What follows belongs to an exercise in optimizing a design on an open flow for small area; a production flow would make more cautious choices.
Function was checked by simulation only, so behaviour that the tests miss may differ from the original.

## flow/design.v (module list and top-level ports; edited modules follow where they fit)
// module had4x4: 2501 lines
// module rdcost_unit: 801 lines
module rdcost_unit(
    input clk,
    input first,
    input start_cost,
    input last,
    input [20:0] bits,
    input [31:0] cur_data0,
    input [31:0] cur_data1,
    input [31:0] cur_data2,
    input [31:0] cur_data3,
    input [31:0] ref_data0,
    input [31:0] ref_data1,
    input [31:0] ref_data2,
    input [31:0] ref_data3,
    input [8:0] lamb,
    output logic [20:0] rdcost,
    output logic rdcost_done
    );
  // ...
==> flow/flow/run.sh <==
#!/bin/bash
# The standard layout (standard.sh) with two changes:
#  - Yosys's generic "abc -fast" pass in the coarse synthesis is skipped
#    (SYNTH_ARGS=-noabc), so the full adders written out in the RTL reach
#    extract_fa intact; the rest of synthesis is the standard script.
#  - the port buffers are the smallest buffer, sky130_fd_sc_hd__buf_1.
set -o pipefail
export SYNTH_ARGS="-noabc"
export BUFFER_PORTS_ARGS="-buffer_cell sky130_fd_sc_hd__buf_1"
bash standard.sh > standard.log 2>&1
==> flow/standard.sh <==
#!/bin/bash
# synth_recipe.tcl (not shown) runs the flow's synth.tcl, then flattens the netlist and writes it again
# the make line also repeats each setting of config.mk as NAME=value (left out here)
make -C /OpenROAD-flow-scripts/flow DESIGN_CONFIG=/design/flow/config.mk WORK_HOME=/design/flow/orfs CLKGATE_MAP_FILE= SYNTH_SCRIPT=/design/flow/synth_recipe.tcl "${@:-finish}"
==> flow/config.mk <==
export PLATFORM = sky130hd
export DESIGN_NAME = rdcost_unit
export DESIGN_NICKNAME = rdcost_unit
export VERILOG_FILES = /design/flow/design.v
export SDC_FILE = /design/flow/constraint.sdc
export NUM_CORES = 4
export LEC_CHECK = 0
export CAP_MARGIN = 20
export CORE_MARGIN = 2
export CORE_UTILIZATION = 40
export SLEW_MARGIN = 20
==> flow/constraint.sdc <==
create_clock -name core_clock -period 12.0 [get_ports {clk}]
set_input_delay 2.4000 -clock core_clock [delete_from_list [all_inputs] [get_ports {clk}]]
set_output_delay 2.4000 -clock core_clock [all_outputs]
set_load 0.01 [all_outputs]
==> impl_metrics.py, run 1 <==
metrics = {
    "run_status": {
        "outcome": "timing/DRC/antenna clean",
    },
    "logic_synthesis": {
        "synth_seq_area_share_pct": 7.273,
        "post_synth.cell_area_avg_um2": 11.26,
        "synth_top_cells_by_count": "799 x sky130_fd_sc_hd__fa_1, 596 x sky130_fd_sc_hd__inv_1, 204 x sky130_fd_sc_hd__and2_1",
        "ys_seq_elements": 101,
    },
    "final_layout": {
        "clkCellAreaFrac_pct": 0.8546,
        "area.sequential_mm2": 0.002022,
        "nNonClkBuffers": 662,
    },
    "global_routing": {
        "grt_first_pass_wirelength_um": 126200,
        "grtUsageMet3_pct": 2.703,
        "top_usage_layer": "met2",
        "antenna_found_initial": 0,
    },
    "clocking": {
        "tritoncts_clock_tree": "yes",
        "clkSinkCount": 101,
    },
    "critical_path": {
        "critPathRequiredTime_ns": 12.22,
        "critical_path_buf_inv_count": 5,
        "reg2reg_from": "hq2[0]",
        "crit_slowest_cell": "sky130_fd_sc_hd__fa_2",
    },
    "worst_hold_path": {
        "worst_hold_path_type": "reg2reg",
    },
    "timing": {
        "final-hold-violation-count": 0,
    },
}
==> run 2: changes to the inputs <==
--- a/flow/config.mk
+++ b/flow/config.mk
@@ -9,3 +9,4 @@
 export CORE_MARGIN = 2
 export CORE_UTILIZATION = 40
+export GPL_TIMING_DRIVEN = 0
 export SLEW_MARGIN = 20
==> run 2 against run 1 <==
Compared with the run above:
- core utilization is 2.2 points lower
- final cell count is 5.8% lower
- fmax is 0.48% lower
- highest routed layer unchanged
- critical path depth is 3 higher
==> impl_metrics.py, run 2 <==
metrics = {
    "clocking": {
        "tritoncts_clock_tree": "yes",
        "clkSinkCount": 101,
        "cts.clk_slew.worst_paths_ns": 0.07,
        "insertion_delay_ns": 0.35,
        "htree_levels": 3,
        "cts_hold_buf": 0,
        "numCtsBuffers": 9,
        "clockRootBuffer": "sky130_fd_sc_hd__clkbuf_16",
        "clock_path_buffers": 2,
    },
    "logic_synthesis": {
        "synthDominantCellAreaShare_pct": 57.53,
        "yosys-top-cells-area": "sky130_fd_sc_hd__fa_1 58%, sky130_fd_sc_hd__inv_1 8.0%, sky130_fd_sc_hd__dfxtp_1 7.3%, sky130_fd_sc_hd__xor2_1 4.9%, sky130_fd_sc_hd__and2_1 4.6%",
        "cell_area_after_synthesis_mm2": 0.02780,
        "syn_nets": 3649,
        "synthDominantAreaCellType": "sky130_fd_sc_hd__fa_1",
        "synth_async_sr_flop_share_pct": 0,
        "edff_count_synth": 0,
        "most_used_flip_flop_cell_after_synthesis": "sky130_fd_sc_hd__dfxtp_1",
        "synthesis.instances": 2470,
        "ys_seq_elements": 101,
        "ys_types": 63,
        "ys.warnings.count": 1,
        "synth_top_cells_by_count": "799 x sky130_fd_sc_hd__fa_1, 596 x sky130_fd_sc_hd__inv_1, 204 x sky130_fd_sc_hd__and2_1",
        "synth_seq_area_share_pct": 7.273,
        "post_synth.cell_area_avg_um2": 11.26,
        "post-synth-top-count-cell": "sky130_fd_sc_hd__fa_1",
    },
    "worst_hold_path": {
        "worst_hold_path_type": "reg2reg",
        "hold_path_depth": 0,
        "holdPathEnd": "hq2[10]",
        "hold_path.startpoint": "hq1[10]",
    },
    "final_layout": {
        "register_name_with_the_most_flops": "cs_q",
        "final_layout_size_suffix_gt1_share_pct": 15.27,
        "largestRegisters": "cs_q x53, ahad x21",
        "instances_no_fill": 3792,
        "stdcell_area_mm2": 0.03200,
        "layout_commonest_cell": "sky130_fd_sc_hd__inv_1",
        "syn_to_final_growth_pct": 15.09,
        "num-nets-final": 4035,
        "largest_register_ff_count": 53,
        "final_core_utilization_pct": 46.57,
        "final_layout_fill_cell_count": 6537,
        "most_frequent_cells_in_the_layout": "590 x sky130_fd_sc_hd__inv_1, 538 x sky130_fd_sc_hd__fa_1, 311 x sky130_fd_sc_hd__buf_1, 261 x sky130_fd_sc_hd__fa_2, 204 x sky130_fd_sc_hd__and2_1",
        "n_antenna_cell": 0,
    },
    "critical_path": {
        "arrival_ns": 12.03,
        "cp-end-kind": "flop",
        "critPathRequiredTime_ns": 12.21,
        "crit_path_max_fanout": 4,
        "reg2regPathDepth": 22,
        "reg2reg_from": "ahad[0]",
        "crit_slowest_cell": "sky130_fd_sc_hd__fa_2",
        "critical_path_class": "in2reg",
        "regToRegSetupSlack_ns": 5.05,
        "crit_path_max_incr_delay_ns": 0.64,
        "timing.critical_path.mode_cell": "sky130_fd_sc_hd__fa_2",
        "timing.rr.end": "ahad[20]",
        "worst_setup_path_start_kind": "primary input",
    },
    "route": {
        "firstDrtPassIters": 8,
        "vias": 18361,
        "route.antenna.remaining_nets": 0,
        "drt-vias-per-instance": 4.842,
        "finalWirelength_um": 77610,
        "drc": 0,
        "number_of_drc_markers_in_iteration_0": 814,
        "wire_per_inst_um": 20.47,
    },
    "timing": {
        "final_period_minus_worst_setup_slack_ns": 11.83,
        "clock_skew_ns": 0.01213,
        "timing.slew.headroom_pct": 48.90,
        "setup_violations": 0,
        "final-hold-violation-count": 0,
        "max_slew.worst_pin.slew_ns": 0.7666,
        "final_min_period_over_clock_period_pct": 98.57,
        "min_setup_slack_post_route_ns": 0.1720,
        "timing.final.max_slew_violations": 0,
        "max_clock_freq_mhz": 84.54,
    },
    "floorplanning": {
        "design.core.area_mm2": 0.06871,
        "die_y_um": 267.6,
        "boundaryPins": 312,
        "die_area_mm2": 0.07163,
        "core.rowCount": 96,
        "initial_utilization_pct": 40.46,
        "die_x_um": 267.6,
    },
    "global_routing": {
        "grt_util_all_layers_pct": 22.36,
        "top_usage_layer": "met2",
        "overflow": 0,
        "grt_first_pass_wirelength_um": 118900,
        "routing_usage_on_met2_pct": 42.03,
        "antenna_found_initial": 0,
        "maximum_number_of_pins_on_one_net_before_global_route_repair": 19,
        "gr_layer_usage_met1_pct": 26.81,
        "grtUsageMet3_pct": 3.328,
        "first_global_vias": 21028,
    },
    "placed_design": {
        "buffer_ports.inserted": 311,
        "dp_hpwl_um": 71630,
        "preCtsSetupSlack_ns": -1.064,
        "dp_cells": 3712,
        "globalplace.congestion": 0.9459,
        "placed_cell_area_mm2": 0.03013,
    },
    "flow_run": {
        "maxCapViolCount": 0,
    },
    "run_status": {
        "outcome": "timing/DRC/antenna clean",
    },
}
[run 2: changes by cell type in the layout (fill, tap and decap cells not counted), sizes merged]
cell         delta
dlygate4sd3     +1
clkbuf         +34
dlygate4sd1     +1
clkinv          +2
buf           -270
bufinv          -1
clkinvlp        +1
[run 2: routing by layer]
layer / vias to the layer above / share of wire (%)
li1: 8152 / -
met2: 412 / 55
met3: 90 / 5.1
met4: 0 / 2.6
met1: 9707 / 38
met5: - / 0
[run 2: layout make-up]
type | instances | area (um2) | area share (%)
well taps | 931 | 1165 | 3.640
clock buffers | 9 | 225.2 | 0.7038
multi-input cells | 1714 | 24270 | 75.85
flip-flops and latches | 101 | 2022 | 6.319
repair buffers | 378 | 1707 | 5.334
plain buffers | 51 | 292.8 | 0.9150
clock inverters | 7 | 60.06 | 0.1877
inverters | 601 | 2256 | 7.050
[run 2: cells by family (layout without fill, tap and decap cells)]
group / after synthesis / count (layout) / share of synthesized area [%]
buffers and inverters: 655 / 1046 / 9.095
AOI/OAI and AO/OA: 200 / 200 / 5.396
and+or+nand+nor: 328 / 328 / 6.886
muxes: 77 / 77 / 2.772
xor gates and xnor gates: 207 / 207 / 6.521
adders and majority gates: 902 / 902 / 62.06
DFF: 101 / 101 / 7.273
[run 2: worst max path at each step]
stage | start | endpoint | depth (start not counted)
after detailed placement | ref_data2[24] | cs_q[15] | 29
after floorplan | ref_data2[24] | cs_q[15] | 28
final | ref_data2[24] | cs_q[15] | 31
after global routing | ref_data0[16] | cs_q[11] | 32
after global placement | ref_data2[24] | cs_q[15] | 29
after CTS | cur_data0[24] | cs_q[15] | 28
[run 2: timing repair]
item                                    CTS  global route
endpoints found under the setup margin   43            44
hold endpoints to repair                  0             0
cloned                                    1             0
pin swaps                                42           122
resized for setup                       137           218
buffers inserted                         25            41
[run 2: metrics by stage]
| stage | hold slack, ns | setup TNS [ns] |
|---|---|---|
| 5_1_grt | 0.3341 | -0.2657 |
| 3_3_place_gp | 0.3121 | -24.43 |
| 4_1_cts | 0.3197 | -0.02415 |
| 6_report | 0.3170 | 0 |
| 3_5_place_dp | 0.3121 | -28.89 |
| 2_1_floorplan | 0.3096 | 0 |
[run 2: critical path, delay by kind of cell]
family / cells / cell delay (ns)
buffers and inverters: 9 / 0.93
xor gates and xnor gates: 1 / 0.16
muxes: 1 / 0.16
AOI/OAI and AO/OA: 3 / 0.58
adders and majority gates: 17 / 7.80

==> separate check: timing with driven ports <==
No port has a modelled driver above. Below, the same layouts with a new extraction and two added sets of constraints. Step 1 assumes that a clkbuf_16 drives the clock port and a buf_2 every other input. Step 2 moves the port delays by t, midway between the first and last clock arrival at a register: inputs arrive t later, outputs are due t later. That takes back most of the time a late clock gives input paths. Three values: ideal, step 1, step 2; two values: the first two.
run | t (ns) | slack for setup (ns) | latest minus earliest clock arrival (ns) | worst register clock-pin slew, ns
run 1 | 0.391 | 0.229 / 0.251 / -0.139 | 0.017 / 0.017 | 0.08 / 0.08
run 2 | 0.384 | 0.172 / 0.190 / -0.194 | 0.012 / 0.012 | 0.07 / 0.07
Met with ideal ports but missed after step 2: setup timing in run 1 and run 2. The setup slack of run 1, which loses most, moves by +0.022 ns with the drivers and by -0.368 ns with both steps.
